This design comes from an exercise in tuning for small area, a short achievable clock period and few clock cycles on the open sky130 flow, not from production work.
Function not checked in this run: the RTL went through the layout flow alone.

[design.v]
`timescale 1ns/100ps
module csi_fa (
	input  wire a, b, c,
	output wire s, co
);
assign s  = a ^ b ^ c;
assign co = (a & b) | (a & c) | (b & c);
endmodule
module csi_ha (
	input  wire a, b,
	output wire s, co
);
assign s  = a ^ b;
assign co = a & b;
endmodule
`timescale 1ns/100ps
module csi_top (
	input  logic        clk,
	input  logic        rst_n,
	input  logic        start,
	output logic [17:0] sram_addr,
	output logic [15:0] sram_wdata,
	output logic        sram_we_n,
	input  logic [15:0] sram_rdata,
	output logic        done
);
localparam logic [17:0] U_BASE   = 18'd38400;
localparam logic [17:0] V_BASE   = 18'd57600;
localparam logic [17:0] RGB_BASE = 18'd146944;
localparam logic [15:0] C_END    = 16'd38406;
logic        run;
logic [4:0]  ph;        
logic [15:0] c;         
logic [7:0]  col;       
logic [17:0] wc;        
wire wact = (|c[15:3]) | (c[2] & c[1]);    
logic [7:0]  uh, ul, vh, vl;
logic [7:0]  L [0:10];
wire [7:0] ins  = ph[0] ? (c[0] ? vl : vh) : (c[0] ? ul : uh);
wire       head = (col == 8'd0);
wire t157 = (col == 8'd157);
wire t158 = (col == 8'd158);
wire t159 = (col == 8'd159);
wire [7:0] tp1 = t159 ? L[6] : L[4];
wire [7:0] tp2 = t159 ? L[6] : (t158 ? L[4] : L[2]);
wire [7:0] tp3 = t159 ? L[6] : (t158 ? L[4] : (t157 ? L[2] : L[0]));
logic [8:0] ia, ib, ic;
logic [8:0] uo, vo;
wire  [16:0] it_s, it_c;
wire it_n1 = ~ia[0];
wire it_n2, it_n3;
csi_ha u_it_n2 (.a(ia[1]), .b(ia[3]), .s(it_n2), .co(it_n3));
wire it_n4, it_n5;
csi_ha u_it_n4 (.a(ia[0]), .b(~ia[5]), .s(it_n4), .co(it_n5));
wire it_n6 = ~(ia[1] ^ ~ia[6]);
wire it_n7 = ia[1] | ~ia[6];
wire it_n8, it_n9;
csi_fa u_it_n8 (.a(~ib[0]), .b(ib[3]), .c(ib[4]), .s(it_n8), .co(it_n9));
wire it_n10, it_n11;
csi_fa u_it_n10 (.a(ia[2]), .b(~ia[7]), .c(~ib[1]), .s(it_n10), .co(it_n11));
wire it_n12, it_n13;
csi_fa u_it_n12 (.a(ib[4]), .b(ib[5]), .c(ic[3]), .s(it_n12), .co(it_n13));
wire it_n14, it_n15;
csi_ha u_it_n14 (.a(ic[5]), .b(ic[7]), .s(it_n14), .co(it_n15));
wire it_n16, it_n17;
csi_fa u_it_n16 (.a(~ia[8]), .b(~ib[2]), .c(ib[5]), .s(it_n16), .co(it_n17));
wire it_n18, it_n19;
csi_fa u_it_n18 (.a(ib[6]), .b(ic[4]), .c(ic[6]), .s(it_n18), .co(it_n19));
wire it_n20, it_n21;
csi_fa u_it_n20 (.a(ic[8]), .b(ia[0]), .c(it_n2), .s(it_n20), .co(it_n21));
wire it_n22 = ~(ia[2] ^ ia[4]);
wire it_n23 = ia[2] | ia[4];
wire it_n24, it_n25;
csi_fa u_it_n24 (.a(~ib[3]), .b(ib[6]), .c(ib[7]), .s(it_n24), .co(it_n25));
wire it_n26, it_n27;
csi_fa u_it_n26 (.a(ic[5]), .b(ic[7]), .c(it_n3), .s(it_n26), .co(it_n27));
wire it_n28 = ~(ia[3] ^ ia[5]);
wire it_n29 = ia[3] | ia[5];
wire it_n30, it_n31;
csi_fa u_it_n30 (.a(~ib[4]), .b(ib[7]), .c(ib[8]), .s(it_n30), .co(it_n31));
wire it_n32, it_n33;
csi_ha u_it_n32 (.a(ic[6]), .b(ic[8]), .s(it_n32), .co(it_n33));
wire it_n34 = ~(ia[4] ^ ia[6]);
wire it_n35 = ia[4] | ia[6];
wire it_n36, it_n37;
csi_ha u_it_n36 (.a(~ib[5]), .b(ib[8]), .s(it_n36), .co(it_n37));
wire it_n38 = ~ia[5];
wire it_n39, it_n40;
csi_ha u_it_n39 (.a(~ia[3]), .b(ib[0]), .s(it_n39), .co(it_n40));
wire it_n41, it_n42;
csi_fa u_it_n41 (.a(~ia[4]), .b(ib[1]), .c(ib[2]), .s(it_n41), .co(it_n42));
wire it_n43, it_n44;
csi_ha u_it_n43 (.a(ic[0]), .b(ic[2]), .s(it_n43), .co(it_n44));
wire it_n45, it_n46;
csi_fa u_it_n45 (.a(ib[2]), .b(ib[3]), .c(ic[1]), .s(it_n45), .co(it_n46));
wire it_n47, it_n48;
csi_fa u_it_n47 (.a(ic[3]), .b(ic[5]), .c(it_n4), .s(it_n47), .co(it_n48));
wire it_n49, it_n50;
csi_fa u_it_n49 (.a(ic[2]), .b(ic[4]), .c(ic[6]), .s(it_n49), .co(it_n50));
wire it_n51, it_n52;
csi_fa u_it_n51 (.a(it_n6), .b(it_n5), .c(it_n8), .s(it_n51), .co(it_n52));
wire it_n53, it_n54;
csi_fa u_it_n53 (.a(it_n1), .b(it_n10), .c(it_n12), .s(it_n53), .co(it_n54));
wire it_n55, it_n56;
csi_fa u_it_n55 (.a(it_n7), .b(it_n14), .c(it_n9), .s(it_n55), .co(it_n56));
wire it_n57, it_n58;
csi_fa u_it_n57 (.a(it_n16), .b(it_n18), .c(it_n20), .s(it_n57), .co(it_n58));
wire it_n59, it_n60;
csi_fa u_it_n59 (.a(it_n15), .b(it_n11), .c(it_n13), .s(it_n59), .co(it_n60));
wire it_n61, it_n62;
csi_fa u_it_n61 (.a(it_n22), .b(it_n24), .c(it_n26), .s(it_n61), .co(it_n62));
wire it_n63, it_n64;
csi_fa u_it_n63 (.a(it_n17), .b(it_n19), .c(it_n21), .s(it_n63), .co(it_n64));
wire it_n65, it_n66;
csi_fa u_it_n65 (.a(it_n28), .b(it_n32), .c(it_n30), .s(it_n65), .co(it_n66));
wire it_n67, it_n68;
csi_fa u_it_n67 (.a(it_n23), .b(it_n25), .c(it_n27), .s(it_n67), .co(it_n68));
wire it_n69, it_n70;
csi_fa u_it_n69 (.a(ic[7]), .b(it_n34), .c(it_n36), .s(it_n69), .co(it_n70));
wire it_n71, it_n72;
csi_fa u_it_n71 (.a(it_n29), .b(it_n33), .c(it_n31), .s(it_n71), .co(it_n72));
wire it_n73, it_n74;
csi_fa u_it_n73 (.a(ia[7]), .b(~ib[6]), .c(ic[8]), .s(it_n73), .co(it_n74));
wire it_n75, it_n76;
csi_fa u_it_n75 (.a(it_n38), .b(it_n35), .c(it_n37), .s(it_n75), .co(it_n76));
wire it_n77 = ~(ia[6] ^ ia[8]);
wire it_n78 = ia[6] | ia[8];
wire it_n79, it_n80;
csi_ha u_it_n79 (.a(~ib[7]), .b(ia[5]), .s(it_n79), .co(it_n80));
wire it_n81 = ~ia[7];
wire it_n82, it_n83;
csi_ha u_it_n82 (.a(~ia[2]), .b(ib[0]), .s(it_n82), .co(it_n83));
wire it_n84, it_n85;
csi_fa u_it_n84 (.a(ib[1]), .b(ic[1]), .c(ic[3]), .s(it_n84), .co(it_n85));
wire it_n86, it_n87;
csi_fa u_it_n86 (.a(ic[4]), .b(it_n43), .c(it_n41), .s(it_n86), .co(it_n87));
wire it_n88, it_n89;
csi_fa u_it_n88 (.a(it_n42), .b(it_n45), .c(it_n47), .s(it_n88), .co(it_n89));
wire it_n90, it_n91;
csi_fa u_it_n90 (.a(it_n46), .b(it_n49), .c(it_n51), .s(it_n90), .co(it_n91));
wire it_n92, it_n93;
csi_fa u_it_n92 (.a(it_n50), .b(it_n55), .c(it_n53), .s(it_n92), .co(it_n93));
wire it_n94, it_n95;
csi_fa u_it_n94 (.a(it_n59), .b(it_n54), .c(it_n57), .s(it_n94), .co(it_n95));
wire it_n96, it_n97;
csi_fa u_it_n96 (.a(it_n61), .b(it_n63), .c(it_n58), .s(it_n96), .co(it_n97));
wire it_n98, it_n99;
csi_fa u_it_n98 (.a(it_n65), .b(it_n62), .c(it_n67), .s(it_n98), .co(it_n99));
wire it_n100, it_n101;
csi_fa u_it_n100 (.a(it_n69), .b(it_n71), .c(it_n66), .s(it_n100), .co(it_n101));
wire it_n102, it_n103;
csi_fa u_it_n102 (.a(it_n73), .b(it_n70), .c(it_n75), .s(it_n102), .co(it_n103));
wire it_n104, it_n105;
csi_fa u_it_n104 (.a(it_n77), .b(it_n79), .c(it_n74), .s(it_n104), .co(it_n105));
wire it_n106, it_n107;
csi_fa u_it_n106 (.a(~ib[8]), .b(it_n81), .c(it_n78), .s(it_n106), .co(it_n107));
wire it_n108 = ~ia[8];
wire it_n109 = ~~ia[0];
wire it_n110, it_n111;
csi_ha u_it_n110 (.a(~ia[1]), .b(ic[1]), .s(it_n110), .co(it_n111));
wire it_n112, it_n113;
csi_fa u_it_n112 (.a(ic[0]), .b(ic[2]), .c(it_n82), .s(it_n112), .co(it_n113));
wire it_n114, it_n115;
csi_fa u_it_n114 (.a(it_n83), .b(it_n39), .c(it_n84), .s(it_n114), .co(it_n115));
wire it_n116, it_n117;
csi_fa u_it_n116 (.a(it_n40), .b(it_n85), .c(it_n86), .s(it_n116), .co(it_n117));
wire it_n118, it_n119;
csi_fa u_it_n118 (.a(it_n44), .b(it_n87), .c(it_n88), .s(it_n118), .co(it_n119));
wire it_n120, it_n121;
csi_fa u_it_n120 (.a(it_n48), .b(it_n89), .c(it_n90), .s(it_n120), .co(it_n121));
wire it_n122, it_n123;
csi_fa u_it_n122 (.a(it_n52), .b(it_n91), .c(it_n92), .s(it_n122), .co(it_n123));
wire it_n124, it_n125;
csi_fa u_it_n124 (.a(it_n56), .b(it_n93), .c(it_n94), .s(it_n124), .co(it_n125));
wire it_n126, it_n127;
csi_fa u_it_n126 (.a(it_n60), .b(it_n95), .c(it_n96), .s(it_n126), .co(it_n127));
wire it_n128, it_n129;
csi_fa u_it_n128 (.a(it_n64), .b(it_n98), .c(it_n97), .s(it_n128), .co(it_n129));
wire it_n130, it_n131;
csi_fa u_it_n130 (.a(it_n68), .b(it_n100), .c(it_n99), .s(it_n130), .co(it_n131));
wire it_n132, it_n133;
csi_fa u_it_n132 (.a(it_n72), .b(it_n102), .c(it_n101), .s(it_n132), .co(it_n133));
wire it_n134, it_n135;
csi_fa u_it_n134 (.a(it_n76), .b(it_n104), .c(it_n103), .s(it_n134), .co(it_n135));
wire it_n136, it_n137;
csi_fa u_it_n136 (.a(it_n80), .b(it_n106), .c(it_n105), .s(it_n136), .co(it_n137));
wire it_n138, it_n139;
csi_fa u_it_n138 (.a(ia[7]), .b(it_n108), .c(it_n107), .s(it_n138), .co(it_n139));
wire it_n140 = ~ia[8];
assign it_s = {it_n140, it_n138, it_n136, it_n134, it_n132, it_n130, it_n128, it_n126, it_n124, it_n122, it_n120, it_n118, it_n116, it_n114, it_n112, it_n110, ic[0]};
assign it_c = {it_n139, it_n137, it_n135, it_n133, it_n131, it_n129, it_n127, it_n125, it_n123, it_n121, it_n119, it_n117, it_n115, it_n113, it_n111, ~ia[0], it_n109};
wire [16:0] isum = it_s + it_c;
wire [8:0]  ires = isum[16:8];
function automatic logic [8:0] ex(input logic [7:0] s);    
	ex = {s[7], ~s[7], s[6:0]};
endfunction
logic [7:0] ycur, ylo;         
logic [8:0] xcur;              
logic       selb;              
logic [8:0] gnu, gnv;          
wire [7:0]  rb_y = ycur;
wire [8:0]  rb_x = xcur;
wire        rb_selb = selb;
wire [7:0]  g_y = ycur;
wire [8:0]  g_nu = gnu;
wire [8:0]  g_nv = gnv;
wire [26:0] rbt_s, rbt_c, gt_s, gt_c;
wire rbt_n1 = ~~rb_y[6];
wire rbt_n2, rbt_n3;
csi_ha u_rbt_n2 (.a(rb_y[0]), .b(~rb_y[7]), .s(rbt_n2), .co(rbt_n3));
wire rbt_n4, rbt_n5;
csi_fa u_rbt_n4 (.a(rb_y[0]), .b(rb_y[2]), .c(rb_x[4]), .s(rbt_n4), .co(rbt_n5));
wire rbt_n6, rbt_n7;
csi_fa u_rbt_n6 (.a(rb_y[1]), .b(rb_y[3]), .c(rb_x[5]), .s(rbt_n6), .co(rbt_n7));
wire rbt_n8, rbt_n9;
csi_fa u_rbt_n8 (.a(rb_y[0]), .b(rb_y[2]), .c(rb_y[4]), .s(rbt_n8), .co(rbt_n9));
wire rbt_n10 = ~(rb_y[1] ^ rb_y[3]);
wire rbt_n11 = rb_y[1] | rb_y[3];
wire rbt_n12, rbt_n13;
csi_ha u_rbt_n12 (.a(rb_y[5]), .b(rb_x[7]), .s(rbt_n12), .co(rbt_n13));
wire rbt_n14 = ~(rb_y[2] ^ rb_y[4]);
wire rbt_n15 = rb_y[2] | rb_y[4];
wire rbt_n16, rbt_n17;
csi_fa u_rbt_n16 (.a(rb_y[6]), .b(rb_x[8]), .c((rb_selb ? rb_x[5] : rb_x[0])), .s(rbt_n16), .co(rbt_n17));
wire rbt_n18, rbt_n19;
csi_fa u_rbt_n18 (.a(rb_y[0]), .b(rb_y[3]), .c(rb_y[5]), .s(rbt_n18), .co(rbt_n19));
wire rbt_n20, rbt_n21;
csi_fa u_rbt_n20 (.a(rb_y[7]), .b((~rb_selb & rb_x[0])), .c((rb_selb ? rb_x[6] : rb_x[1])), .s(rbt_n20), .co(rbt_n21));
wire rbt_n22, rbt_n23;
csi_fa u_rbt_n22 (.a(rb_y[1]), .b(rb_y[4]), .c(rb_y[6]), .s(rbt_n22), .co(rbt_n23));
wire rbt_n24, rbt_n25;
csi_ha u_rbt_n24 (.a((rb_selb ? rb_x[0] : rb_x[1])), .b((rb_selb ? rb_x[7] : rb_x[2])), .s(rbt_n24), .co(rbt_n25));
wire rbt_n26, rbt_n27;
csi_fa u_rbt_n26 (.a(rb_y[2]), .b(rb_y[5]), .c(rb_y[7]), .s(rbt_n26), .co(rbt_n27));
wire rbt_n28, rbt_n29;
csi_fa u_rbt_n28 (.a((rb_selb ? rb_x[1] : rb_x[2])), .b((rb_selb ? rb_x[8] : rb_x[3])), .c((~rb_selb & rb_x[6])), .s(rbt_n28), .co(rbt_n29));
wire rbt_n30, rbt_n31;
csi_fa u_rbt_n30 (.a(rb_y[3]), .b(rb_y[6]), .c((rb_selb ? rb_x[2] : rb_x[3])), .s(rbt_n30), .co(rbt_n31));
wire rbt_n32, rbt_n33;
csi_ha u_rbt_n32 (.a((~rb_selb & rb_x[4])), .b((~rb_selb & rb_x[7])), .s(rbt_n32), .co(rbt_n33));
wire rbt_n34, rbt_n35;
csi_fa u_rbt_n34 (.a(rb_y[4]), .b(rb_y[7]), .c((rb_selb ? rb_x[3] : rb_x[4])), .s(rbt_n34), .co(rbt_n35));
wire rbt_n36, rbt_n37;
csi_ha u_rbt_n36 (.a(~rb_y[2]), .b(rb_x[0]), .s(rbt_n36), .co(rbt_n37));
wire rbt_n38, rbt_n39;
csi_fa u_rbt_n38 (.a(~rb_y[3]), .b(rb_x[1]), .c(rb_x[4]), .s(rbt_n38), .co(rbt_n39));
wire rbt_n40 = ~(~rb_y[4] ^ rb_x[2]);
wire rbt_n41 = ~rb_y[4] | rb_x[2];
wire rbt_n42, rbt_n43;
csi_ha u_rbt_n42 (.a(rb_x[5]), .b(rb_x[6]), .s(rbt_n42), .co(rbt_n43));
wire rbt_n44, rbt_n45;
csi_fa u_rbt_n44 (.a(~rb_y[5]), .b(rb_x[0]), .c(rb_x[3]), .s(rbt_n44), .co(rbt_n45));
wire rbt_n46, rbt_n47;
csi_fa u_rbt_n46 (.a(rb_x[6]), .b(rb_x[7]), .c((rb_selb & rb_x[4])), .s(rbt_n46), .co(rbt_n47));
wire rbt_n48, rbt_n49;
csi_fa u_rbt_n48 (.a(rb_x[1]), .b(rb_x[4]), .c(rb_x[7]), .s(rbt_n48), .co(rbt_n49));
wire rbt_n50, rbt_n51;
csi_fa u_rbt_n50 (.a(rb_x[8]), .b((rb_selb & rb_x[5])), .c(rbt_n1), .s(rbt_n50), .co(rbt_n51));
wire rbt_n52, rbt_n53;
csi_fa u_rbt_n52 (.a(rb_x[2]), .b(rb_x[5]), .c(rb_x[8]), .s(rbt_n52), .co(rbt_n53));
wire rbt_n54, rbt_n55;
csi_fa u_rbt_n54 (.a((rb_selb & rb_x[6])), .b(~rb_y[6]), .c(rbt_n2), .s(rbt_n54), .co(rbt_n55));
wire rbt_n56, rbt_n57;
csi_fa u_rbt_n56 (.a(rb_y[1]), .b(rb_x[3]), .c(rb_x[6]), .s(rbt_n56), .co(rbt_n57));
wire rbt_n58, rbt_n59;
csi_fa u_rbt_n58 (.a((rb_selb & rb_x[0])), .b((rb_selb & rb_x[7])), .c(rbt_n3), .s(rbt_n58), .co(rbt_n59));
wire rbt_n60, rbt_n61;
csi_fa u_rbt_n60 (.a(rb_x[7]), .b((rb_selb & rb_x[1])), .c((rb_selb & rb_x[8])), .s(rbt_n60), .co(rbt_n61));
wire rbt_n62, rbt_n63;
csi_fa u_rbt_n62 (.a((~rb_selb & rb_x[0])), .b(~rb_selb), .c(rbt_n4), .s(rbt_n62), .co(rbt_n63));
wire rbt_n64, rbt_n65;
csi_fa u_rbt_n64 (.a(rb_x[8]), .b((rb_selb & rb_x[2])), .c((~rb_selb & rb_x[0])), .s(rbt_n64), .co(rbt_n65));
wire rbt_n66, rbt_n67;
csi_fa u_rbt_n66 (.a((~rb_selb & rb_x[1])), .b(rbt_n5), .c(rbt_n6), .s(rbt_n66), .co(rbt_n67));
wire rbt_n68, rbt_n69;
csi_fa u_rbt_n68 (.a(rb_x[6]), .b((rb_selb & rb_x[3])), .c((~rb_selb & rb_x[1])), .s(rbt_n68), .co(rbt_n69));
wire rbt_n70, rbt_n71;
csi_fa u_rbt_n70 (.a((~rb_selb & rb_x[2])), .b(rbt_n7), .c(rbt_n8), .s(rbt_n70), .co(rbt_n71));
wire rbt_n72, rbt_n73;
csi_fa u_rbt_n72 (.a((rb_selb & rb_x[4])), .b((~rb_selb & rb_x[2])), .c((~rb_selb & rb_x[3])), .s(rbt_n72), .co(rbt_n73));
wire rbt_n74, rbt_n75;
csi_fa u_rbt_n74 (.a(rbt_n10), .b(rbt_n12), .c(rbt_n9), .s(rbt_n74), .co(rbt_n75));
wire rbt_n76, rbt_n77;
csi_fa u_rbt_n76 (.a((~rb_selb & rb_x[3])), .b((~rb_selb & rb_x[4])), .c(rbt_n14), .s(rbt_n76), .co(rbt_n77));
wire rbt_n78, rbt_n79;
csi_fa u_rbt_n78 (.a(rbt_n11), .b(rbt_n13), .c(rbt_n16), .s(rbt_n78), .co(rbt_n79));
wire rbt_n80, rbt_n81;
csi_fa u_rbt_n80 (.a((~rb_selb & rb_x[4])), .b((~rb_selb & rb_x[5])), .c(rbt_n18), .s(rbt_n80), .co(rbt_n81));
wire rbt_n82, rbt_n83;
csi_fa u_rbt_n82 (.a(rbt_n15), .b(rbt_n17), .c(rbt_n20), .s(rbt_n82), .co(rbt_n83));
wire rbt_n84, rbt_n85;
csi_fa u_rbt_n84 (.a((~rb_selb & rb_x[5])), .b((~rb_selb & rb_x[6])), .c(rbt_n22), .s(rbt_n84), .co(rbt_n85));
wire rbt_n86, rbt_n87;
csi_fa u_rbt_n86 (.a(rbt_n24), .b(rbt_n19), .c(rbt_n21), .s(rbt_n86), .co(rbt_n87));
wire rbt_n88, rbt_n89;
csi_fa u_rbt_n88 (.a((~rb_selb & rb_x[7])), .b(~rb_selb), .c(rbt_n26), .s(rbt_n88), .co(rbt_n89));
wire rbt_n90, rbt_n91;
csi_fa u_rbt_n90 (.a(rbt_n25), .b(rbt_n23), .c(rbt_n28), .s(rbt_n90), .co(rbt_n91));
wire rbt_n92, rbt_n93;
csi_fa u_rbt_n92 (.a((~rb_selb & rb_x[8])), .b(rb_selb), .c(rbt_n30), .s(rbt_n92), .co(rbt_n93));
wire rbt_n94, rbt_n95;
csi_fa u_rbt_n94 (.a(rbt_n32), .b(rbt_n27), .c(rbt_n29), .s(rbt_n94), .co(rbt_n95));
wire rbt_n96, rbt_n97;
csi_fa u_rbt_n96 (.a((~rb_selb & rb_x[5])), .b((~rb_selb & rb_x[8])), .c(~rb_selb), .s(rbt_n96), .co(rbt_n97));
wire rbt_n98, rbt_n99;
csi_fa u_rbt_n98 (.a(rbt_n33), .b(rbt_n31), .c(rbt_n34), .s(rbt_n98), .co(rbt_n99));
wire rbt_n100, rbt_n101;
csi_fa u_rbt_n100 (.a(rb_y[5]), .b((rb_selb ? rb_x[4] : rb_x[5])), .c((~rb_selb & rb_x[6])), .s(rbt_n100), .co(rbt_n101));
wire rbt_n102, rbt_n103;
csi_ha u_rbt_n102 (.a(rb_selb), .b(rbt_n35), .s(rbt_n102), .co(rbt_n103));
wire rbt_n104 = ~(rb_y[6] ^ (rb_selb ? rb_x[5] : rb_x[6]));
wire rbt_n105 = rb_y[6] | (rb_selb ? rb_x[5] : rb_x[6]);
wire rbt_n106, rbt_n107;
csi_ha u_rbt_n106 (.a(rb_y[7]), .b((rb_selb ? rb_x[6] : rb_x[7])), .s(rbt_n106), .co(rbt_n107));
wire rbt_n108 = ~~rb_y[0];
wire rbt_n109, rbt_n110;
csi_fa u_rbt_n109 (.a(~rb_y[1]), .b(rb_x[2]), .c(rb_x[3]), .s(rbt_n109), .co(rbt_n110));
wire rbt_n111, rbt_n112;
csi_fa u_rbt_n111 (.a(rb_x[3]), .b(rb_x[4]), .c((rb_selb & rb_x[1])), .s(rbt_n111), .co(rbt_n112));
wire rbt_n113, rbt_n114;
csi_fa u_rbt_n113 (.a(rb_x[5]), .b((rb_selb & rb_x[2])), .c(rbt_n38), .s(rbt_n113), .co(rbt_n114));
wire rbt_n115, rbt_n116;
csi_fa u_rbt_n115 (.a((rb_selb & rb_x[3])), .b(rbt_n40), .c(rbt_n42), .s(rbt_n115), .co(rbt_n116));
wire rbt_n117, rbt_n118;
csi_fa u_rbt_n117 (.a(rbt_n41), .b(rbt_n44), .c(rbt_n46), .s(rbt_n117), .co(rbt_n118));
wire rbt_n119, rbt_n120;
csi_fa u_rbt_n119 (.a(rbt_n45), .b(rbt_n48), .c(rbt_n50), .s(rbt_n119), .co(rbt_n120));
wire rbt_n121, rbt_n122;
csi_fa u_rbt_n121 (.a(rbt_n49), .b(rbt_n52), .c(rbt_n54), .s(rbt_n121), .co(rbt_n122));
wire rbt_n123, rbt_n124;
csi_fa u_rbt_n123 (.a(rbt_n53), .b(rbt_n56), .c(rbt_n58), .s(rbt_n123), .co(rbt_n124));
wire rbt_n125, rbt_n126;
csi_fa u_rbt_n125 (.a(rbt_n57), .b(rbt_n60), .c(rbt_n62), .s(rbt_n125), .co(rbt_n126));
wire rbt_n127, rbt_n128;
csi_fa u_rbt_n127 (.a(rbt_n61), .b(rbt_n64), .c(rbt_n66), .s(rbt_n127), .co(rbt_n128));
wire rbt_n129, rbt_n130;
csi_fa u_rbt_n129 (.a(rbt_n65), .b(rbt_n68), .c(rbt_n70), .s(rbt_n129), .co(rbt_n130));
wire rbt_n131, rbt_n132;
csi_fa u_rbt_n131 (.a(rbt_n69), .b(rbt_n72), .c(rbt_n74), .s(rbt_n131), .co(rbt_n132));
wire rbt_n133, rbt_n134;
csi_fa u_rbt_n133 (.a(rbt_n73), .b(rbt_n76), .c(rbt_n78), .s(rbt_n133), .co(rbt_n134));
wire rbt_n135, rbt_n136;
csi_fa u_rbt_n135 (.a(rbt_n77), .b(rbt_n80), .c(rbt_n82), .s(rbt_n135), .co(rbt_n136));
wire rbt_n137, rbt_n138;
csi_fa u_rbt_n137 (.a(rbt_n81), .b(rbt_n84), .c(rbt_n86), .s(rbt_n137), .co(rbt_n138));
wire rbt_n139, rbt_n140;
csi_fa u_rbt_n139 (.a(rbt_n85), .b(rbt_n88), .c(rbt_n90), .s(rbt_n139), .co(rbt_n140));
wire rbt_n141, rbt_n142;
csi_fa u_rbt_n141 (.a(rbt_n89), .b(rbt_n92), .c(rbt_n94), .s(rbt_n141), .co(rbt_n142));
wire rbt_n143, rbt_n144;
csi_fa u_rbt_n143 (.a(rbt_n96), .b(rbt_n93), .c(rbt_n98), .s(rbt_n143), .co(rbt_n144));
wire rbt_n145, rbt_n146;
csi_fa u_rbt_n145 (.a(rbt_n97), .b(rbt_n100), .c(rbt_n102), .s(rbt_n145), .co(rbt_n146));
wire rbt_n147, rbt_n148;
csi_fa u_rbt_n147 (.a((~rb_selb & rb_x[7])), .b(rbt_n104), .c(rbt_n101), .s(rbt_n147), .co(rbt_n148));
wire rbt_n149, rbt_n150;
csi_fa u_rbt_n149 (.a((~rb_selb & rb_x[8])), .b(rb_selb), .c(rbt_n106), .s(rbt_n149), .co(rbt_n150));
wire rbt_n151, rbt_n152;
csi_ha u_rbt_n151 (.a((rb_selb ? rb_x[7] : rb_x[8])), .b(rb_selb), .s(rbt_n151), .co(rbt_n152));
wire rbt_n153, rbt_n154;
csi_ha u_rbt_n153 (.a(rb_x[1]), .b(rb_x[2]), .s(rbt_n153), .co(rbt_n154));
wire rbt_n155, rbt_n156;
csi_fa u_rbt_n155 (.a((rb_selb & rb_x[0])), .b(~rb_y[0]), .c(rbt_n109), .s(rbt_n155), .co(rbt_n156));
wire rbt_n157, rbt_n158;
csi_fa u_rbt_n157 (.a(rbt_n36), .b(rbt_n110), .c(rbt_n111), .s(rbt_n157), .co(rbt_n158));
wire rbt_n159, rbt_n160;
csi_fa u_rbt_n159 (.a(rbt_n37), .b(rbt_n112), .c(rbt_n113), .s(rbt_n159), .co(rbt_n160));
wire rbt_n161, rbt_n162;
csi_fa u_rbt_n161 (.a(rbt_n39), .b(rbt_n115), .c(rbt_n114), .s(rbt_n161), .co(rbt_n162));
wire rbt_n163, rbt_n164;
csi_fa u_rbt_n163 (.a(rbt_n43), .b(rbt_n116), .c(rbt_n117), .s(rbt_n163), .co(rbt_n164));
wire rbt_n165, rbt_n166;
csi_fa u_rbt_n165 (.a(rbt_n47), .b(rbt_n118), .c(rbt_n119), .s(rbt_n165), .co(rbt_n166));
wire rbt_n167, rbt_n168;
csi_fa u_rbt_n167 (.a(rbt_n51), .b(rbt_n120), .c(rbt_n121), .s(rbt_n167), .co(rbt_n168));
wire rbt_n169, rbt_n170;
csi_fa u_rbt_n169 (.a(rbt_n55), .b(rbt_n123), .c(rbt_n122), .s(rbt_n169), .co(rbt_n170));
wire rbt_n171, rbt_n172;
csi_fa u_rbt_n171 (.a(rbt_n59), .b(rbt_n124), .c(rbt_n125), .s(rbt_n171), .co(rbt_n172));
wire rbt_n173, rbt_n174;
csi_fa u_rbt_n173 (.a(rbt_n63), .b(rbt_n126), .c(rbt_n127), .s(rbt_n173), .co(rbt_n174));
wire rbt_n175, rbt_n176;
csi_fa u_rbt_n175 (.a(rbt_n67), .b(rbt_n128), .c(rbt_n129), .s(rbt_n175), .co(rbt_n176));
wire rbt_n177, rbt_n178;
csi_fa u_rbt_n177 (.a(rbt_n71), .b(rbt_n131), .c(rbt_n130), .s(rbt_n177), .co(rbt_n178));
wire rbt_n179, rbt_n180;
csi_fa u_rbt_n179 (.a(rbt_n75), .b(rbt_n132), .c(rbt_n133), .s(rbt_n179), .co(rbt_n180));
wire rbt_n181, rbt_n182;
csi_fa u_rbt_n181 (.a(rbt_n79), .b(rbt_n134), .c(rbt_n135), .s(rbt_n181), .co(rbt_n182));
wire rbt_n183, rbt_n184;
csi_fa u_rbt_n183 (.a(rbt_n83), .b(rbt_n136), .c(rbt_n137), .s(rbt_n183), .co(rbt_n184));
wire rbt_n185, rbt_n186;
csi_fa u_rbt_n185 (.a(rbt_n87), .b(rbt_n138), .c(rbt_n139), .s(rbt_n185), .co(rbt_n186));
wire rbt_n187, rbt_n188;
csi_fa u_rbt_n187 (.a(rbt_n91), .b(rbt_n140), .c(rbt_n141), .s(rbt_n187), .co(rbt_n188));
wire rbt_n189, rbt_n190;
csi_fa u_rbt_n189 (.a(rbt_n95), .b(rbt_n143), .c(rbt_n142), .s(rbt_n189), .co(rbt_n190));
wire rbt_n191, rbt_n192;
csi_fa u_rbt_n191 (.a(rbt_n99), .b(rbt_n145), .c(rbt_n144), .s(rbt_n191), .co(rbt_n192));
wire rbt_n193, rbt_n194;
csi_fa u_rbt_n193 (.a(rbt_n103), .b(rbt_n147), .c(rbt_n146), .s(rbt_n193), .co(rbt_n194));
wire rbt_n195, rbt_n196;
csi_fa u_rbt_n195 (.a(rbt_n105), .b(rbt_n149), .c(rbt_n148), .s(rbt_n195), .co(rbt_n196));
wire rbt_n197, rbt_n198;
csi_fa u_rbt_n197 (.a(rbt_n107), .b(rbt_n151), .c(rbt_n150), .s(rbt_n197), .co(rbt_n198));
wire rbt_n199, rbt_n200;
csi_fa u_rbt_n199 (.a((rb_selb & rb_x[8])), .b(~rb_selb), .c(rbt_n152), .s(rbt_n199), .co(rbt_n200));
assign rbt_s = {1'b1, rbt_n199, rbt_n197, rbt_n195, rbt_n193, rbt_n191, rbt_n189, rbt_n187, rbt_n185, rbt_n183, rbt_n181, rbt_n179, rbt_n177, rbt_n175, rbt_n173, rbt_n171, rbt_n169, rbt_n167, rbt_n165, rbt_n163, rbt_n161, rbt_n159, rbt_n157, rbt_n155, rbt_n108, rb_x[0], rb_x[0]};
assign rbt_c = {rbt_n200, rbt_n198, rbt_n196, rbt_n194, rbt_n192, rbt_n190, rbt_n188, rbt_n186, rbt_n184, rbt_n182, rbt_n180, rbt_n178, rbt_n176, rbt_n174, rbt_n172, rbt_n170, rbt_n168, rbt_n166, rbt_n164, rbt_n162, rbt_n160, rbt_n158, rbt_n156, rbt_n154, rbt_n153, rb_x[1], 1'b0};
wire gt_n1, gt_n2;
csi_ha u_gt_n1 (.a(g_y[0]), .b(g_y[3]), .s(gt_n1), .co(gt_n2));
wire gt_n3 = ~(g_y[1] ^ g_y[4]);
wire gt_n4 = g_y[1] | g_y[4];
wire gt_n5, gt_n6;
csi_ha u_gt_n5 (.a(g_y[2]), .b(g_y[5]), .s(gt_n5), .co(gt_n6));
wire gt_n7 = ~g_y[1];
wire gt_n8, gt_n9;
csi_fa u_gt_n8 (.a(g_y[0]), .b(g_y[2]), .c(g_y[4]), .s(gt_n8), .co(gt_n9));
wire gt_n10 = ~(g_y[1] ^ g_y[3]);
wire gt_n11 = g_y[1] | g_y[3];
wire gt_n12, gt_n13;
csi_fa u_gt_n12 (.a(g_y[5]), .b(g_nu[0]), .c(g_nu[1]), .s(gt_n12), .co(gt_n13));
wire gt_n14, gt_n15;
csi_fa u_gt_n14 (.a(g_y[2]), .b(g_y[4]), .c(g_y[6]), .s(gt_n14), .co(gt_n15));
wire gt_n16, gt_n17;
csi_fa u_gt_n16 (.a(g_nu[1]), .b(g_nu[2]), .c(g_nu[5]), .s(gt_n16), .co(gt_n17));
wire gt_n18, gt_n19;
csi_ha u_gt_n18 (.a(g_nv[0]), .b(g_nv[1]), .s(gt_n18), .co(gt_n19));
wire gt_n20, gt_n21;
csi_fa u_gt_n20 (.a(g_y[5]), .b(g_y[7]), .c(g_nu[2]), .s(gt_n20), .co(gt_n21));
wire gt_n22, gt_n23;
csi_fa u_gt_n22 (.a(g_nu[3]), .b(g_nu[6]), .c(g_nv[1]), .s(gt_n22), .co(gt_n23));
wire gt_n24, gt_n25;
csi_fa u_gt_n24 (.a(g_nv[2]), .b(g_nv[4]), .c(gt_n1), .s(gt_n24), .co(gt_n25));
wire gt_n26, gt_n27;
csi_fa u_gt_n26 (.a(g_y[6]), .b(g_nu[3]), .c(g_nu[4]), .s(gt_n26), .co(gt_n27));
wire gt_n28, gt_n29;
csi_fa u_gt_n28 (.a(g_nu[7]), .b(g_nv[2]), .c(g_nv[3]), .s(gt_n28), .co(gt_n29));
wire gt_n30, gt_n31;
csi_fa u_gt_n30 (.a(g_nv[5]), .b(gt_n3), .c(gt_n2), .s(gt_n30), .co(gt_n31));
wire gt_n32, gt_n33;
csi_fa u_gt_n32 (.a(g_y[7]), .b(g_nu[4]), .c(g_nu[5]), .s(gt_n32), .co(gt_n33));
wire gt_n34, gt_n35;
csi_fa u_gt_n34 (.a(g_nu[8]), .b(g_nv[3]), .c(g_nv[4]), .s(gt_n34), .co(gt_n35));
wire gt_n36, gt_n37;
csi_fa u_gt_n36 (.a(g_nv[6]), .b(gt_n4), .c(gt_n5), .s(gt_n36), .co(gt_n37));
wire gt_n38 = ~(g_y[3] ^ g_y[6]);
wire gt_n39 = g_y[3] | g_y[6];
wire gt_n40, gt_n41;
csi_fa u_gt_n40 (.a(g_nu[5]), .b(g_nu[6]), .c(g_nv[4]), .s(gt_n40), .co(gt_n41));
wire gt_n42, gt_n43;
csi_fa u_gt_n42 (.a(g_nv[5]), .b(g_nv[7]), .c(gt_n6), .s(gt_n42), .co(gt_n43));
wire gt_n44 = ~(g_y[4] ^ g_y[7]);
wire gt_n45 = g_y[4] | g_y[7];
wire gt_n46, gt_n47;
csi_fa u_gt_n46 (.a(g_nu[6]), .b(g_nu[7]), .c(g_nv[5]), .s(gt_n46), .co(gt_n47));
wire gt_n48, gt_n49;
csi_ha u_gt_n48 (.a(g_nv[6]), .b(g_nv[8]), .s(gt_n48), .co(gt_n49));
wire gt_n50 = ~(g_y[5] ^ g_nu[7]);
wire gt_n51 = g_y[5] | g_nu[7];
wire gt_n52, gt_n53;
csi_ha u_gt_n52 (.a(g_nu[8]), .b(g_nv[6]), .s(gt_n52), .co(gt_n53));
wire gt_n54 = ~~g_y[2];
wire gt_n55 = ~(~g_y[3] ^ g_nu[1]);
wire gt_n56 = ~g_y[3] | g_nu[1];
wire gt_n57, gt_n58;
csi_ha u_gt_n57 (.a(g_nu[2]), .b(g_nv[0]), .s(gt_n57), .co(gt_n58));
wire gt_n59 = ~(~g_y[4] ^ g_nu[2]);
wire gt_n60 = ~g_y[4] | g_nu[2];
wire gt_n61, gt_n62;
csi_fa u_gt_n61 (.a(g_nu[3]), .b(g_nv[1]), .c(g_nv[6]), .s(gt_n61), .co(gt_n62));
wire gt_n63, gt_n64;
csi_fa u_gt_n63 (.a(~g_y[5]), .b(g_nu[3]), .c(g_nu[4]), .s(gt_n63), .co(gt_n64));
wire gt_n65, gt_n66;
csi_ha u_gt_n65 (.a(g_nv[2]), .b(g_nv[7]), .s(gt_n65), .co(gt_n66));
wire gt_n67 = ~(~g_y[6] ^ g_nu[4]);
wire gt_n68 = ~g_y[6] | g_nu[4];
wire gt_n69, gt_n70;
csi_fa u_gt_n69 (.a(g_nu[5]), .b(g_nv[3]), .c(g_nv[8]), .s(gt_n69), .co(gt_n70));
wire gt_n71 = ~(g_y[0] ^ ~g_y[7]);
wire gt_n72 = g_y[0] | ~g_y[7];
wire gt_n73, gt_n74;
csi_fa u_gt_n73 (.a(g_nu[5]), .b(g_nu[6]), .c(g_nv[4]), .s(gt_n73), .co(gt_n74));
wire gt_n75 = ~(g_y[1] ^ g_nu[0]);
wire gt_n76 = g_y[1] | g_nu[0];
wire gt_n77, gt_n78;
csi_fa u_gt_n77 (.a(g_nu[6]), .b(g_nu[7]), .c(g_nv[5]), .s(gt_n77), .co(gt_n78));
wire gt_n79, gt_n80;
csi_fa u_gt_n79 (.a(g_y[0]), .b(g_y[2]), .c(g_nu[1]), .s(gt_n79), .co(gt_n80));
wire gt_n81, gt_n82;
csi_fa u_gt_n81 (.a(g_nu[7]), .b(g_nu[8]), .c(g_nv[6]), .s(gt_n81), .co(gt_n82));
wire gt_n83, gt_n84;
csi_fa u_gt_n83 (.a(g_y[3]), .b(g_nu[2]), .c(g_nu[8]), .s(gt_n83), .co(gt_n84));
wire gt_n85, gt_n86;
csi_fa u_gt_n85 (.a(g_nv[0]), .b(g_nv[7]), .c(gt_n7), .s(gt_n85), .co(gt_n86));
wire gt_n87, gt_n88;
csi_fa u_gt_n87 (.a(g_nu[0]), .b(g_nu[3]), .c(g_nv[1]), .s(gt_n87), .co(gt_n88));
wire gt_n89, gt_n90;
csi_fa u_gt_n89 (.a(g_nv[8]), .b(g_y[1]), .c(gt_n8), .s(gt_n89), .co(gt_n90));
wire gt_n91, gt_n92;
csi_fa u_gt_n91 (.a(g_nu[4]), .b(g_nv[0]), .c(g_nv[2]), .s(gt_n91), .co(gt_n92));
wire gt_n93, gt_n94;
csi_fa u_gt_n93 (.a(gt_n10), .b(gt_n9), .c(gt_n12), .s(gt_n93), .co(gt_n94));
wire gt_n95, gt_n96;
csi_fa u_gt_n95 (.a(g_nv[3]), .b(gt_n14), .c(gt_n16), .s(gt_n95), .co(gt_n96));
wire gt_n97, gt_n98;
csi_fa u_gt_n97 (.a(gt_n11), .b(gt_n18), .c(gt_n13), .s(gt_n97), .co(gt_n98));
wire gt_n99, gt_n100;
csi_fa u_gt_n99 (.a(gt_n20), .b(gt_n22), .c(gt_n24), .s(gt_n99), .co(gt_n100));
wire gt_n101, gt_n102;
csi_fa u_gt_n101 (.a(gt_n19), .b(gt_n15), .c(gt_n17), .s(gt_n101), .co(gt_n102));
wire gt_n103, gt_n104;
csi_fa u_gt_n103 (.a(gt_n26), .b(gt_n28), .c(gt_n30), .s(gt_n103), .co(gt_n104));
wire gt_n105, gt_n106;
csi_fa u_gt_n105 (.a(gt_n21), .b(gt_n23), .c(gt_n25), .s(gt_n105), .co(gt_n106));
wire gt_n107, gt_n108;
csi_fa u_gt_n107 (.a(gt_n32), .b(gt_n34), .c(gt_n36), .s(gt_n107), .co(gt_n108));
wire gt_n109, gt_n110;
csi_fa u_gt_n109 (.a(gt_n27), .b(gt_n29), .c(gt_n31), .s(gt_n109), .co(gt_n110));
wire gt_n111, gt_n112;
csi_fa u_gt_n111 (.a(gt_n38), .b(gt_n40), .c(gt_n42), .s(gt_n111), .co(gt_n112));
wire gt_n113, gt_n114;
csi_fa u_gt_n113 (.a(gt_n33), .b(gt_n35), .c(gt_n37), .s(gt_n113), .co(gt_n114));
wire gt_n115, gt_n116;
csi_fa u_gt_n115 (.a(gt_n44), .b(gt_n48), .c(gt_n46), .s(gt_n115), .co(gt_n116));
wire gt_n117, gt_n118;
csi_fa u_gt_n117 (.a(gt_n39), .b(gt_n41), .c(gt_n43), .s(gt_n117), .co(gt_n118));
wire gt_n119, gt_n120;
csi_fa u_gt_n119 (.a(g_nv[7]), .b(gt_n50), .c(gt_n52), .s(gt_n119), .co(gt_n120));
wire gt_n121, gt_n122;
csi_fa u_gt_n121 (.a(gt_n45), .b(gt_n49), .c(gt_n47), .s(gt_n121), .co(gt_n122));
wire gt_n123, gt_n124;
csi_fa u_gt_n123 (.a(g_y[6]), .b(g_nu[8]), .c(g_nv[7]), .s(gt_n123), .co(gt_n124));
wire gt_n125, gt_n126;
csi_fa u_gt_n125 (.a(g_nv[8]), .b(gt_n51), .c(gt_n53), .s(gt_n125), .co(gt_n126));
wire gt_n127 = ~g_y[7];
wire gt_n128 = ~~g_y[1];
wire gt_n129, gt_n130;
csi_fa u_gt_n129 (.a(g_nu[0]), .b(g_nu[1]), .c(g_nv[4]), .s(gt_n129), .co(gt_n130));
wire gt_n131, gt_n132;
csi_fa u_gt_n131 (.a(g_nv[5]), .b(gt_n55), .c(gt_n57), .s(gt_n131), .co(gt_n132));
wire gt_n133, gt_n134;
csi_fa u_gt_n133 (.a(gt_n59), .b(gt_n56), .c(gt_n61), .s(gt_n133), .co(gt_n134));
wire gt_n135, gt_n136;
csi_fa u_gt_n135 (.a(gt_n60), .b(gt_n65), .c(gt_n63), .s(gt_n135), .co(gt_n136));
wire gt_n137, gt_n138;
csi_fa u_gt_n137 (.a(gt_n67), .b(gt_n64), .c(gt_n69), .s(gt_n137), .co(gt_n138));
wire gt_n139, gt_n140;
csi_fa u_gt_n139 (.a(gt_n71), .b(gt_n68), .c(gt_n73), .s(gt_n139), .co(gt_n140));
wire gt_n141, gt_n142;
csi_fa u_gt_n141 (.a(gt_n75), .b(gt_n72), .c(gt_n77), .s(gt_n141), .co(gt_n142));
wire gt_n143, gt_n144;
csi_fa u_gt_n143 (.a(gt_n76), .b(gt_n79), .c(gt_n81), .s(gt_n143), .co(gt_n144));
wire gt_n145, gt_n146;
csi_fa u_gt_n145 (.a(gt_n80), .b(gt_n83), .c(gt_n85), .s(gt_n145), .co(gt_n146));
wire gt_n147, gt_n148;
csi_fa u_gt_n147 (.a(gt_n84), .b(gt_n87), .c(gt_n89), .s(gt_n147), .co(gt_n148));
wire gt_n149, gt_n150;
csi_fa u_gt_n149 (.a(gt_n88), .b(gt_n91), .c(gt_n93), .s(gt_n149), .co(gt_n150));
wire gt_n151, gt_n152;
csi_fa u_gt_n151 (.a(gt_n92), .b(gt_n97), .c(gt_n95), .s(gt_n151), .co(gt_n152));
wire gt_n153, gt_n154;
csi_fa u_gt_n153 (.a(gt_n101), .b(gt_n96), .c(gt_n99), .s(gt_n153), .co(gt_n154));
wire gt_n155, gt_n156;
csi_fa u_gt_n155 (.a(gt_n105), .b(gt_n100), .c(gt_n103), .s(gt_n155), .co(gt_n156));
wire gt_n157, gt_n158;
csi_fa u_gt_n157 (.a(gt_n109), .b(gt_n104), .c(gt_n107), .s(gt_n157), .co(gt_n158));
wire gt_n159, gt_n160;
csi_fa u_gt_n159 (.a(gt_n111), .b(gt_n113), .c(gt_n108), .s(gt_n159), .co(gt_n160));
wire gt_n161, gt_n162;
csi_fa u_gt_n161 (.a(gt_n115), .b(gt_n112), .c(gt_n117), .s(gt_n161), .co(gt_n162));
wire gt_n163, gt_n164;
csi_fa u_gt_n163 (.a(gt_n119), .b(gt_n121), .c(gt_n116), .s(gt_n163), .co(gt_n164));
wire gt_n165, gt_n166;
csi_fa u_gt_n165 (.a(gt_n123), .b(gt_n120), .c(gt_n125), .s(gt_n165), .co(gt_n166));
wire gt_n167, gt_n168;
csi_fa u_gt_n167 (.a(g_nv[8]), .b(gt_n127), .c(gt_n124), .s(gt_n167), .co(gt_n168));
wire gt_n169 = ~~g_y[0];
wire gt_n170, gt_n171;
csi_fa u_gt_n170 (.a(g_nu[0]), .b(g_nv[3]), .c(gt_n128), .s(gt_n170), .co(gt_n171));
wire gt_n172, gt_n173;
csi_fa u_gt_n172 (.a(~g_y[1]), .b(gt_n54), .c(gt_n129), .s(gt_n172), .co(gt_n173));
wire gt_n174, gt_n175;
csi_fa u_gt_n174 (.a(~g_y[2]), .b(gt_n130), .c(gt_n131), .s(gt_n174), .co(gt_n175));
wire gt_n176, gt_n177;
csi_fa u_gt_n176 (.a(gt_n58), .b(gt_n132), .c(gt_n133), .s(gt_n176), .co(gt_n177));
wire gt_n178, gt_n179;
csi_fa u_gt_n178 (.a(gt_n62), .b(gt_n134), .c(gt_n135), .s(gt_n178), .co(gt_n179));
wire gt_n180, gt_n181;
csi_fa u_gt_n180 (.a(gt_n66), .b(gt_n136), .c(gt_n137), .s(gt_n180), .co(gt_n181));
wire gt_n182, gt_n183;
csi_fa u_gt_n182 (.a(gt_n70), .b(gt_n139), .c(gt_n138), .s(gt_n182), .co(gt_n183));
wire gt_n184, gt_n185;
csi_fa u_gt_n184 (.a(gt_n74), .b(gt_n140), .c(gt_n141), .s(gt_n184), .co(gt_n185));
wire gt_n186, gt_n187;
csi_fa u_gt_n186 (.a(gt_n78), .b(gt_n142), .c(gt_n143), .s(gt_n186), .co(gt_n187));
wire gt_n188, gt_n189;
csi_fa u_gt_n188 (.a(gt_n82), .b(gt_n144), .c(gt_n145), .s(gt_n188), .co(gt_n189));
wire gt_n190, gt_n191;
csi_fa u_gt_n190 (.a(gt_n86), .b(gt_n146), .c(gt_n147), .s(gt_n190), .co(gt_n191));
wire gt_n192, gt_n193;
csi_fa u_gt_n192 (.a(gt_n90), .b(gt_n148), .c(gt_n149), .s(gt_n192), .co(gt_n193));
wire gt_n194, gt_n195;
csi_fa u_gt_n194 (.a(gt_n94), .b(gt_n150), .c(gt_n151), .s(gt_n194), .co(gt_n195));
wire gt_n196, gt_n197;
csi_fa u_gt_n196 (.a(gt_n98), .b(gt_n152), .c(gt_n153), .s(gt_n196), .co(gt_n197));
wire gt_n198, gt_n199;
csi_fa u_gt_n198 (.a(gt_n102), .b(gt_n154), .c(gt_n155), .s(gt_n198), .co(gt_n199));
wire gt_n200, gt_n201;
csi_fa u_gt_n200 (.a(gt_n106), .b(gt_n156), .c(gt_n157), .s(gt_n200), .co(gt_n201));
wire gt_n202, gt_n203;
csi_fa u_gt_n202 (.a(gt_n110), .b(gt_n158), .c(gt_n159), .s(gt_n202), .co(gt_n203));
wire gt_n204, gt_n205;
csi_fa u_gt_n204 (.a(gt_n114), .b(gt_n161), .c(gt_n160), .s(gt_n204), .co(gt_n205));
wire gt_n206, gt_n207;
csi_fa u_gt_n206 (.a(gt_n118), .b(gt_n163), .c(gt_n162), .s(gt_n206), .co(gt_n207));
wire gt_n208, gt_n209;
csi_fa u_gt_n208 (.a(gt_n122), .b(gt_n165), .c(gt_n164), .s(gt_n208), .co(gt_n209));
wire gt_n210, gt_n211;
csi_fa u_gt_n210 (.a(gt_n126), .b(gt_n167), .c(gt_n166), .s(gt_n210), .co(gt_n211));
wire gt_n212, gt_n213;
csi_ha u_gt_n212 (.a(g_y[7]), .b(gt_n168), .s(gt_n212), .co(gt_n213));
assign gt_s = {1'b1, 1'b1, gt_n212, gt_n210, gt_n208, gt_n206, gt_n204, gt_n202, gt_n200, gt_n198, gt_n196, gt_n194, gt_n192, gt_n190, gt_n188, gt_n186, gt_n184, gt_n182, gt_n180, gt_n178, gt_n176, gt_n174, gt_n172, gt_n170, g_nv[2], g_nv[1], 1'b1};
assign gt_c = {1'b0, gt_n213, gt_n211, gt_n209, gt_n207, gt_n205, gt_n203, gt_n201, gt_n199, gt_n197, gt_n195, gt_n193, gt_n191, gt_n189, gt_n187, gt_n185, gt_n183, gt_n181, gt_n179, gt_n177, gt_n175, gt_n173, gt_n171, ~g_y[0], gt_n169, 1'b0, g_nv[0]};
wire [16:0] rb_lo = {1'b0, rbt_s[15:0]} + {1'b0, rbt_c[15:0]};
wire [16:0] g_lo  = {1'b0, gt_s[15:0]} + {1'b0, gt_c[15:0]};
logic [10:0] rb_hs, rb_hc, g_hs, g_hc;
logic        rb_cy, g_cy;
function automatic logic [7:0] clip(input logic [10:0] h);   
	if (h[10])
		clip = 8'd0;
	else if (h[9] | h[8])
		clip = 8'd255;
	else
		clip = h[7:0];
endfunction
wire [10:0] rb_h = rb_hs + rb_hc + {10'd0, rb_cy};
wire [10:0] g_h  = g_hs + g_hc + {10'd0, g_cy};
wire [7:0]  rb   = clip(rb_h);
wire [7:0]  gg   = clip(g_h);
logic [7:0] bbuf;
always_ff @(posedge clk or negedge rst_n) begin
	if (!rst_n) begin
		run       <= 1'b0;
		done      <= 1'b0;
		sram_we_n <= 1'b1;
	end else begin
		sram_we_n <= ~(run & wact & (ph[1] | ph[3] | ph[4]));
		if (!run) begin
			if (start) begin
				run  <= 1'b1;
				done <= 1'b0;
			end
		end else if (ph[0] && c == C_END) begin
			run  <= 1'b0;
			done <= 1'b1;
		end
	end
end
always_ff @(posedge clk) begin
	if (!run) begin
		ph  <= 5'b00001;
		c   <= 16'd0;
		col <= 8'd155;
		wc  <= RGB_BASE;
	end else begin
		ph <= {ph[3:0], ph[4]};
		if (ph[4]) begin
			c   <= c + 16'd1;
			col <= (col == 8'd159) ? 8'd0 : col + 8'd1;
		end
		if (wact & (ph[1] | ph[3] | ph[4]))
			wc <= wc + 18'd1;
	end
end
always_ff @(posedge clk) begin
	if (ph[0])
		sram_addr <= {2'b00, c - 16'd5};
	else if (ph[2])
		sram_addr <= (c[0] ? U_BASE : V_BASE) + {3'b000, c[15:1]};
	else
		sram_addr <= wc;
	sram_wdata[15:8] <= ph[1] ? rb : (ph[3] ? bbuf : gg);
	sram_wdata[7:0]  <= ph[1] ? gg : rb;
	if (ph[2])
		bbuf <= rb;
end
always_ff @(posedge clk) begin
	if (ph[3]) begin
		ycur <= sram_rdata[15:8];
		ylo  <= sram_rdata[7:0];
	end else if (ph[1]) begin
		ycur <= ylo;
	end
	if (ph[0] & c[0])
		{vh, vl} <= sram_rdata;
	if (ph[0] & ~c[0])
		{uh, ul} <= sram_rdata;
	if (run & (ph[0] | ph[2])) begin
		L[0] <= ins;
		for (int i = 1; i <= 10; i++)
			L[i] <= L[i-1];
		if (head) begin
			L[8]  <= L[5];
			L[10] <= L[5];
		end
	end
end
always_ff @(posedge clk) begin
	xcur <= ph[4] ? ex(L[7]) : (ph[0] ? ex(L[6]) : (ph[1] ? vo : uo));
	selb <= ph[0] | ph[2];
	gnu  <= ~(ph[4] ? ex(L[6]) : uo);
	gnv  <= ~(ph[4] ? ex(L[7]) : vo);
	ia <= {1'b0, L[6]} + {1'b0, tp1};
	ib <= {1'b0, L[8]} + {1'b0, tp2};
	ic <= {1'b0, L[10]} + {1'b0, tp3};
	if (ph[3])
		vo <= ires;
	if (ph[4])
		uo <= ires;
	rb_hs <= rbt_s[26:16];
	rb_hc <= rbt_c[26:16];
	rb_cy <= rb_lo[16];
	g_hs  <= gt_s[26:16];
	g_hc  <= gt_c[26:16];
	g_cy  <= g_lo[16];
end
endmodule
[flow/run.sh]
#!/bin/bash
# Standard ORFS layout; the I/O ports get a buf_2 as their port buffer.
set -euo pipefail
bash standard.sh "BUFFER_PORTS_ARGS=-buffer_cell sky130_fd_sc_hd__buf_2" finish > flow.log 2>&1
[standard.sh]
#!/bin/bash
# synth_recipe.tcl (not shown) runs the flow's synth.tcl, then flattens the netlist and writes it again
# the make line also repeats each setting of config.mk as NAME=value (left out here)
make -C /OpenROAD-flow-scripts/flow DESIGN_CONFIG=/design/flow/config.mk WORK_HOME=/design/flow/orfs CLKGATE_MAP_FILE= SYNTH_SCRIPT=/design/flow/synth_recipe.tcl "${@:-finish}"
[config.mk]
export PLATFORM = sky130hd
export DESIGN_NAME = csi_top
export DESIGN_NICKNAME = csi_top
export VERILOG_FILES = /design/flow/design.v
export SDC_FILE = /design/flow/constraint.sdc
export NUM_CORES = 4
export LEC_CHECK = 0
export CAP_MARGIN = 20
export CORE_MARGIN = 2
export CORE_UTILIZATION = 40
export PLACE_DENSITY = 0.6
export SLEW_MARGIN = 20
export SYNTH_HIERARCHICAL = 1
export SYNTH_MINIMUM_KEEP_SIZE = 0
[constraint.sdc]
create_clock -name core_clock -period 17.0 [get_ports {clk}]
set_input_delay 3.4000 -clock core_clock [delete_from_list [all_inputs] [get_ports {clk}]]
set_output_delay 3.4000 -clock core_clock [all_outputs]
set_load 0.01 [all_outputs]
==> results.ini <==
[setup_path]
critPathLaunchType = flip-flop
crit_path_end_kind = output port
required_ns = 13.60
crit_path_max_incr_delay_ns = 0.52
critPathKind = flip-flop to output port
crit_family = flip-flops
crit_buf_inv = 1
cp_max_fo = 1
cp-startpoint = sram_we_n
critical_path.cell_chain = buf_2
crit_arrival_ns = 1.21
rr_startpoint = ib[3]
crit_slowest_cell = dfstp_2

[timing]
fin_ws_ns = 12.39
post-route-period-util_pct = 27.1
rsz0062_at_grt = no
skew_ns = 0.0303
max_freq_mhz = 217
finalSetupViolCount = 0
holdWs_ns = 0.416
fin_tns_setup_ns = 0
hold_violations = 0
min_period_ns = 4.61
worst_pin_slew_ns = 1.00
max_slew_margin_pct = 33.0
slew_viol_final = 0

[routing]
drtIter0Drc = 705
dr.pass1.iters = 5
drtAntennaViolNets = 0
via_count = 12500
routedWlPerCell_um = 19.0
route.detailed.drc = 0
via_per_inst = 5.16
wl_um = 46000

[yosys]
netlist_top_cells_area = edfxtp_1 23%, fa_1 22%, dfxtp_1 17%
yosys_register_bits = 343
synthArstFlopShare_pct = 0.875
avgSynthCellArea_um2 = 12.5
yosysSeqAreaShare_pct = 40.8
syn-num-nets = 2061
synth_top_area_cell = edfxtp_1
syn_inst = 1667
yosysWarnings = 8
synth_top_area_share_pct = 23.3
synth_ff_type = dfxtp_1
syn_area_mm2 = 0.0208
ys_types = 71
synth_edf_count = 162

[place]
dpl_worst_slack_ns = 12.53
dpl.hpwl_um = 35400
port-buffer-count = 54
place_area_mm2 = 0.0218
place_inst = 2358
place.gp.congestion = 0.880

[floorplanning]
die_h_um = 232
rows = 83
start_util_pct = 40.5
io_pins = 55
dieArea_mm2 = 0.0539
core_mm2 = 0.0514
die_w_um = 232

[hold_path]
holdCritPathClass = flip-flop to flip-flop
hold_path.startpoint = L[3][6]

[finish]
final_common_cell = fa_1
n_fill_cell = 4692
multi_input_comb_area_mm2 = 0.0116
stdcell_area_mm2 = 0.0230
diodes = 0
area_delta_synth_final_pct = 10.4
final_core_util_pct = 44.7
drive_gt1_share_pct = 11.3
final_net_count = 2111
final_cell_mix = 231 x fa_1, 176 x dfxtp_1, 162 x edfxtp_1
instances_no_fill = 2426
ff_latch_area_mm2 = 0.00851

[clocking]
cts_resized = 0
tritoncts = built
clk_pin_slew_ns = 0.06
clock_path_buffers = 3
clk_latency_ns = 0.57
post_cts_buffers = 0
cts_root_buffer = clkbuf_16
numCtsBuffers = 37
numClockSinks = 343
cts_htree_levels = 2
ctsHoldBuffers = 0

[global_route]
grt_max_degree = 89
grt_pass1_vias = 13400
overflow = 0
grt.total_usage_pct = 17.6
grt_pass1_wl_um = 74000
antenna_found_initial = 2

[job]
max-cap-violations = 0

[run_status]
status = timing/DRC/antenna clean

-- per-module statistics from Yosys, one instance, submodules excluded --
module / area [um2] / times used / flip-flops and latches
csi_top: 16000 / 1 / 343
csi_fa: 20.0 / 223 / 0
csi_ha: 12.5 / 28 / 0
-- flip-flops by register name, summed over array words and instances (netlist names), 9 cells and up --
name,cells
rb_hc,11
xcur,9
c,16
g_hc,10
sram_addr,18
ib,9
sram_wdata,16
g_hs,9
ic,9
ia,9
gnu,9
gnv,9
rb_hs,10
vo,9
L,88
uo,9
wc,18
-- worst paths after layout --
check                            endpoint  slack [ns]  depth (start not counted)
worst max-delay path            sram_we_n       12.39                          1
worst min-delay path              L[4][6]        0.42                          0
worst max register to register      uo[8]       12.57                         12
worst min register to register    L[4][6]        0.42                          0
max in group asynchronous       sram_we_n       14.20                          1
min in group asynchronous             run        2.60                          1
-- metal layers --
metal	track usage [%]	vias to the layer above	wire [um]
met5	0	-	0
met4	5.39	0	1230
met3	3.07	67	1870
met2	29.1	244	22200
met1	23.7	6316	20700
li1	-	5894	-
-- cell usage after synthesis, types with 36 or more instances --
master,count
xnor2_1,54
dfxtp_1,178
ha_1,144
a21oi_1,55
o21ai_0,73
edfxtp_1,162
fa_1,231
and2_1,36
mux2i_1,46
nor2_1,51
nand2_1,104
nand3_1,39
inv_1,122
-- cells by family (layout without fill, tap and decap cells) --
| group | after synthesis | count (layout) | share of synthesized area (%) |
|---|---|---|---|
| XOR/XNOR | 87 | 87 | 3.69 |
| AO/OA/AOI/OAI | 247 | 247 | 7.93 |
| AND/OR/NAND/NOR | 360 | 360 | 8.85 |
| flip-flops | 343 | 343 | 40.8 |
| buffers and inverters | 176 | 255 | 3.45 |
| adder cells (fa/ha/maj) | 375 | 375 | 30.8 |
| multiplexers | 79 | 79 | 4.43 |
-- area by class of cell --
cell class              count  share of cell area [%]
clock inverters            20                   0.892
flip-flops and latches    343                    37.0
repair buffers             65                    1.55
inverters                 122                    1.99
multi-input cells        1148                    50.5
clock buffers              48                    4.38
well taps                 680                    3.70
-- worst register-to-register path, delay by kind of cell, from the launching register on --
kind / cells / cell delay (ns)
DFF: 1 / 0.41
buffers and inverters: 1 / 0.09
and+or+nand+nor: 2 / 0.59
AOI/OAI and AO/OA: 4 / 0.76
adders and majority gates: 5 / 2.33

re-timing with driven ports:
The results above use ideal ports. As a check the final layout listed here was re-extracted and re-timed, cells and wires unchanged.
Step 1: set_driving_cell puts a clkbuf_16 on clk and a buf_2 on each other input, an assumption about the parent block.
Step 2 also shifts input and output timing later by t, the mid clock arrival at the registers, as if the neighbouring blocks saw the same clock.
Slacks: ideal ports / drivers / drivers and shift; pairs: ideal ports / drivers.
shift t [ns]: 0.613
setup slack, ns: 12.389 / 12.333 / 12.569
hold WS [ns]: 0.416 / 0.416 / 0.416
worst setup path after step 2: register to register
After both steps this run still meets setup and hold. For this run, drivers alone change the setup slack by -0.056 ns; drivers and shift together by +0.180 ns.
